Context: an optimization exercise on an open-source flow, tuned for small area, a short achievable clock period and few clock cycles. The choices shown serve that exercise and are no tape-out recipe. Function was checked by simulation only, so behaviour that the tests miss may differ from the original.

`design/flow/config.mk`:
```
export PLATFORM = sky130hd
export DESIGN_NAME = HT_TOP
export DESIGN_NICKNAME = HT_TOP
export VERILOG_FILES = /design/flow/design.v
export SDC_FILE = /design/flow/constraint.sdc
export NUM_CORES = 4
export LEC_CHECK = 0
export CAP_MARGIN = 20
export CORE_MARGIN = 2
export CORE_UTILIZATION = 40
export SLEW_MARGIN = 20
```
`design/flow/constraint.sdc`:
```
create_clock -name core_clock -period 15.0 [get_ports {clk}]
set_input_delay 3.0000 -clock core_clock [delete_from_list [all_inputs] [get_ports {clk}]]
set_output_delay 3.0000 -clock core_clock [all_outputs]
set_load 0.01 [all_outputs]
```
`design/flow/design.v`:
```
module SORT_IP (
  input  [79:0] li,    
  input  [9:0]  xi,    
  input         xv,    
  output [79:0] lo,
  output [9:0]  xo,    
  output [4:0]  gm,    
  output [4:0]  sm     
);
  wire [9:0] e[0:9];
  genvar j;
  generate
    for (j = 0; j < 8; j = j + 1) begin : g_e
      assign e[j] = li[10*j+:10];
    end
  endgenerate
  assign e[8] = {5'd31, 5'd0};
  assign e[9] = {5'd31, 5'd0};
  wire [4:0] xw = xi[9:5], xm = xi[4:0];
  wire [4:0] e0w = e[0][9:5], e0m = e[0][4:0];
  wire [4:0] e1w = e[1][9:5], e1m = e[1][4:0];
  wire cC = !xv || (xw > e1w);
  wire cA = !cC && (xw <= e0w);
  assign gm = cA ? xm : e0m;
  assign sm = cA ? e0m : (cC ? e1m : xm);
  wire [4:0] ow = cC ? e1w : xw;
  wire [4:0] om = cC ? e1m : xm;
  assign xo = {e0w + ow, e0m | om};
  wire [7:0] c;
  generate
    for (j = 0; j < 8; j = j + 1) begin : g_c
      assign c[j] = xv && (xw <= e[j+2][9:5]);
    end
    for (j = 0; j < 8; j = j + 1) begin : g_lo
      if (j == 0)
        assign lo[10*j+:10] = !cC ? e[j+1] : (c[j] ? xi : e[j+2]);
      else
        assign lo[10*j+:10] = !cC ? e[j+1] : (c[j] ? (c[j-1] ? e[j+1] : xi) : e[j+2]);
    end
  endgenerate
endmodule
module HT_TOP (
  input clk,
  input rst_n,
  input in_valid,
  input [2:0] in_weight,
  input out_mode,
  output reg out_valid,
  output reg out_code
);
  localparam MPC = 2;           
  localparam NMC = 6 / MPC;     
  localparam IDLE = 2'd0, INPUT = 2'd1, MERGE = 2'd2, OUTPUT = 2'd3;
  reg [1:0] state;
  reg [2:0] cnt;
  reg mode;
  reg [9:0] L[0:7];    
  reg [9:0] x;         
  reg [7:0] cr[0:4];   
  integer i, k;
  wire md = (state == IDLE) ? out_mode : mode;
  reg [4:0] lm;   
  always @(*) begin
    case (cnt)
      3'd0: lm = md ? 5'b01000 : 5'b00000;   
      3'd1: lm = md ? 5'b10000 : 5'b00000;   
      3'd2: lm = md ? 5'b00010 : 5'b00000;   
      3'd3: lm = md ? 5'b00000 : 5'b10000;   
      3'd4: lm = 5'b00001;                   
      3'd5: lm = md ? 5'b00100 : 5'b00010;   
      3'd6: lm = md ? 5'b00000 : 5'b00100;   
      default: lm = md ? 5'b00000 : 5'b01000;   
    endcase
  end
  wire [9:0] xin = {2'b00, in_weight, lm};
  reg [8:0] B;   
  always @(*) begin
    for (i = 0; i < 8; i = i + 1) B[i] = (i < 8 - cnt) || (L[i][7:5] < in_weight);
    B[8] = 1'b0;
  end
  reg [9:0] Lin[0:7];
  always @(*) begin
    for (i = 0; i < 8; i = i + 1)
      if (i < 7 && B[i+1]) Lin[i] = L[i+1];
      else if (B[i]) Lin[i] = xin;
      else Lin[i] = L[i];
  end
  wire [79:0] lv[0:MPC];
  wire [9:0] xs[0:MPC];
  wire [4:0] gm[1:MPC], sm[1:MPC];
  genvar g;
  generate
    for (g = 0; g < 8; g = g + 1) begin : g_lv
      assign lv[0][10*g+:10] = L[g];
    end
    assign xs[0] = x;
    for (g = 0; g < MPC; g = g + 1) begin : g_st
      SORT_IP st (
        .li(lv[g]), .xi(xs[g]), .xv(g != 0 || cnt != 0),
        .lo(lv[g+1]), .xo(xs[g+1]), .gm(gm[g+1]), .sm(sm[g+1])
      );
    end
  endgenerate
  wire [9:0] xl = xs[MPC];
  wire [9:0] el = lv[MPC][9:0];
  wire xg = xl[9:5] <= el[9:5];             
  wire [4:0] b7 = xg ? xl[4:0] : ~xl[4:0];  
  wire last = (cnt == NMC - 1);
  reg [7:0] crm[0:4];
  always @(*) begin
    for (i = 0; i < 5; i = i + 1) begin
      crm[i] = cr[i];
      for (k = 1; k <= MPC; k = k + 1)
        if (gm[k][i]) crm[i] = {crm[i][6:0], 1'b1};
        else if (sm[k][i]) crm[i] = {crm[i][6:0], 1'b0};
      if (last && i != 0) crm[i] = {crm[i][6:0], b7[i]};
    end
  end
  always @(posedge clk) begin
    case (state)
      IDLE, INPUT: begin
        for (i = 0; i < 8; i = i + 1) L[i] <= Lin[i];
        for (i = 0; i < 5; i = i + 1) cr[i] <= 8'd1;
      end
      MERGE: begin
        for (i = 0; i < 8; i = i + 1) L[i] <= lv[MPC][10*i+:10];
        x <= xs[MPC];
        for (i = 0; i < 5; i = i + 1) cr[i] <= crm[i];
      end
      default: begin
        if (cr[0] == 8'd1) begin
          cr[0] <= {1'b0, cr[1][7:1]};
          cr[1] <= cr[2];
          cr[2] <= cr[3];
          cr[3] <= cr[4];
          cr[4] <= 8'd0;
        end else cr[0] <= {1'b0, cr[0][7:1]};
      end
    endcase
  end
  always @(posedge clk) begin
    if (state == IDLE) mode <= out_mode;
    if (state == IDLE && !in_valid) cnt <= 3'd0;
    else if (state == INPUT && cnt == 3'd7) cnt <= 3'd0;
    else cnt <= cnt + 3'd1;
  end
  always @(posedge clk, negedge rst_n) begin
    if (!rst_n) begin
      state <= IDLE;
      out_valid <= 1'b0;
      out_code <= 1'b0;
    end else begin
      case (state)
        IDLE: if (in_valid) state <= INPUT;
        INPUT: if (cnt == 3'd7) state <= MERGE;
        MERGE:
        if (last) begin
          state <= OUTPUT;
          out_valid <= 1'b1;
          out_code <= b7[0];
        end
        default:
        if (cr[0] != 8'd1) out_code <= cr[0][0];
        else if (cr[1] != 8'd0) out_code <= cr[1][0];
        else begin
          state <= IDLE;
          out_valid <= 1'b0;
          out_code <= 1'b0;
        end
      endcase
    end
  end
endmodule
```
`design/flow/run.sh`:
```
#!/bin/bash
# synth_recipe.tcl (not shown) runs the flow's synth.tcl, then flattens the netlist and writes it again
# the make line also repeats each setting of config.mk as NAME=value (left out here)
make -C /OpenROAD-flow-scripts/flow DESIGN_CONFIG=/design/flow/config.mk WORK_HOME=/design/flow/orfs CLKGATE_MAP_FILE= SYNTH_SCRIPT=/design/flow/synth_recipe.tcl finish
```
==> summary.txt <==
Drt
  • Via density: 6.615
  • WL met2: 23.41 mm
  • Routed met1 length: 21.30 mm
  • # DRC: 0
  • Post-DR wirelength/cell: 24.76 um
  • Final WL: around 51 mm
  • Routed wl met3: ~3.8 mm
  • Top Metal Used: met4
  • Remaining antenna violation count: 0
  • Via count: between 10,000 and 15,000
  • Drt first pass iters: 6
  • 1st-iter DRT viols: 1,832

CTS
  • CTS Buffer Depth: 2
  • H-tree levels: 4
  • Clk sinks: ~140
  • Post-cts resize count: 0
  • Post-CTS setup buffers: 0
  • Clock latency on the worst-skew pair: roughly 440 ps
  • CTS buffer count: 17
  • CTS tree: yes
  • Root Buffer: clkbuf_16
  • Cts hold-fix bufs: 0
  • CTS clk-pin slew, worst paths: 60 ps

Synth
  • Synth top area share: 0.2669
  • Main combinational cell family by area after synthesis: compound AO/OA/AOI/OAI gates
  • Post-synthesis adder-cell area fraction: 0.1095
  • Avg Inst Size Synth: approximately 8.3 sq um
  • Synth Flop Type: edfxtp_1
  • Mapped Nets: around 1,800
  • Yosys top cell by area: edfxtp_1
  • EDFF count, synth: between 100 and 150
  • Synth cell types: 86
  • Async S/R FF share, synth: 0.02941
  • Simple-gate share of the synthesized area: 0.1579
  • Xor/xnor share of the synthesized area: 0.009006
  • Multiplexer share of the synthesized area: 0.04347
  • Cell count after synthesis: ~1,600
  • Compound-Gate Fraction of Synth Area: 0.3333
  • Flops & latches, synth: between 100 and 150
  • Largest cells by area after synthesis: edfxtp_1 27%, ha_1 11%, a21oi_1 4.7%, nand2_1 4.4%, o21ai_0 4.0%
  • Synth Warn #: 10
  • Sequential fraction of the synthesis area: 0.2904
  • Post-Syn Area: 13,620 sq um

STA
  • Fmax: about 0.11 GHz
  • Final Hold Vio Count: 0
  • Fin crit period: around 9000 ps
  • Fin Clk Skew: 12.09 ps
  • Slew Viols, Final: 0
  • Worst hold slack: 499.9 ps
  • RSZ-0062 raised after global routing: false
  • Slew @ Worst Pin: 1112 ps
  • Setup violations, final: 0
  • Setup TNS: 0 ps
  • Period Utilization, post-route: 0.5848
  • Relative slew slack: 0.2560

Floorplan
  • Die area: between 30,000 and 40,000 sq um
  • Row count: 67
  • Starting Density: 0.4060
  • Io pins: 9
  • Chip width: 188.5 um
  • Core footprint: between 30,000 and 40,000 sq um
  • Chip height: 188.5 um

Worst setup path
  • CP arrival: around 9000 ps
  • Worst EP required: 15,160 ps
  • Cell family with most CP delay: compound AO/OA/AOI/OAI gates
  • Critical path type: reg2reg
  • Critical Path Start: cnt[0]
  • Reg2reg start: cnt[0]
  • Worst Path Buf+Inv: 8
  • Most common cell type on the critical path: ha_1
  • Slowest cell on crit path: a31oi_1
  • Worst Path Max Fanout: 45
  • Crit end category: flip-flop
  • Worst path max stage delay: 710 ps
  • Crit start category: flip-flop

Global routing
  • Gr usage total: 0.2853
  • Initial antenna violation count: 0
  • Vias in the first global route: 13,150
  • First-pass GRT wire length: 78.39 mm
  • Largest net degree at the start of global routing: 65
  • Gr ovfl total: 0

Run
  • MaxCap Viol Count: 0

Placement
  • Final GP Congestion: between 0.9 and 1
  • Dpl hpwl: 37.96 mm
  • Port-buffer cells: 8
  • # placed instances: slightly above 2,000

Outcome
  • Outcome: no timing/DRC/antenna violations

Worst hold path
  • HP Start: cnt[0]
  • Worst Hold Class: reg2reg

Final layout
  • Area delta synth->final: 8.601%
  • NumNets Final: 1,729
  • Antenna cell count: 0
  • Layout cells sized above 1: 0.08235
  • Layout Cells excl Fill: a little over 2,000
## cells in the mapped netlist (all sizes together), types with 7 or more instances
cell     count
mux2        17
buf         26
nor2       135
ha         116
o22a        11
xnor2        9
a22o         7
a221o       11
dfxtp       11
a221oi      26
and3        16
o21ai      125
nor3        32
a211oi      37
o32ai        9
o221ai      24
inv         91
or2         11
and2         7
clkbuf      79
a31oi       32
nand3       34
a21oi      130
edfxtp     121
a222oi       7
o21a        43
a22oi        8
o211ai      40
nor4         9
nand4       20
nand2      159
o31ai       10
nand2b      16
o22ai       31
a2bb2oi     16
nor2b       18
mux2i       40
a21o        27
## routing by layer
layer | vias to the layer above | global-route usage
li1 | 6252 | -
met5 | - | 0
met4 | 0 | 0.1436
met2 | 733 | 0.4603
met3 | 150 | 0.04638
met1 | 6512 | 0.3697
## logic make-up after synthesis
logic type	after synthesis
compound gates	652
simple gates	470
buf+inv	196
flops	136
fa+ha+maj	118
mux	57
xor+xnor	14
## registers in the layout (all words and copies together), names as in the netlist
| register | cells |
|---|---|
| cr | 40 |
| x | 10 |
| out_code | 1 |
| cnt | 3 |
| out_valid | 1 |
| mode | 1 |
| state | 2 |
| L | 78 |
## path summary, 6_finish.rpt
check / to / slack (ps) / cells after the start
min in group asynchronous: state[1] / 2820 / 1
min: cnt[0] / 500 / 1
min reg2reg: cnt[0] / 500 / 1
max in group asynchronous: out_valid / 11950 / 1
max reg2reg: cr[2][0] / 6230 / 32
max: cr[2][0] / 6230 / 32
## per-stage QoR
stage	setup WS (ps)	area, sq um	utilization
finish	6229	14790	0.4410
global route	5787	14790	0.4410
CTS	6412	14780	0.4408
detailed placement	6429	14170	0.4227
global placement	6711	14170	0.4226
floorplan	6372	13620	-
## layout make-up
| type | instances | area [sq um] |
|---|---|---|
| fillers | 3351 | 18750 |
| flip-flops and latches | 136 | 3954 |
| inverters | 91 | 341.6 |
| well taps | 448 | 560.5 |
| repair buffers | 47 | 372.9 |
| clock buffers | 17 | 425.4 |
| multi-input cells | 1311 | 8952 |
| clock inverters | 13 | 180.2 |
## cell usage in the layout, fill, tap and decap left out, types with 16 or more instances in the layout
cell	netlist	final
a211oi_1	35	33
o221ai_1	24	24
nand2_1	158	158
a21o_1	27	27
clkbuf_16	0	17
o21ai_0	110	108
nand3_1	34	34
a2bb2oi_1	16	16
inv_1	89	88
mux2_2	16	16
o211ai_1	40	40
ha_1	116	115
o22ai_1	31	31
nor2b_1	17	17
buf_4	1	39
nor2_1	134	133
and3_1	16	16
nor3_1	32	32
nand2b_1	16	16
a31oi_1	31	31
mux2i_1	40	40
nand4_1	20	20
edfxtp_1	121	121
a221oi_1	23	23
o21a_1	43	43
a21oi_1	129	126
Testbench counts, summed over its fixed seeds: cycles 28,311.

port drivers added, routing unchanged:
In the flow no input, the clock included, has a driving cell. The finished layout below was timed again as built, in two steps. Step 1, drivers: a clkbuf_16 drives clk and a buf_2 each remaining input, both assumed. Step 2 times the ports against the registers' clock, not the clock port: input delays grow and output delays shrink by t, the midpoint of the rising clock arrivals with the driver on. Slacks: no drivers / after step 1 / after step 2; pairs: no drivers / after step 1.
t, ns: 0.491
slack for setup (ns): 6.229 / 6.229 / 6.229
worst setup path after step 2: register to register
worst register clock-pin slew, ns: 0.07 / 0.07
cell pins on the clock port's net: 1
After both steps setup and hold are still met in this run. For this run, drivers alone change the setup slack by 0.000 ns; drivers and shift together by 0.000 ns.
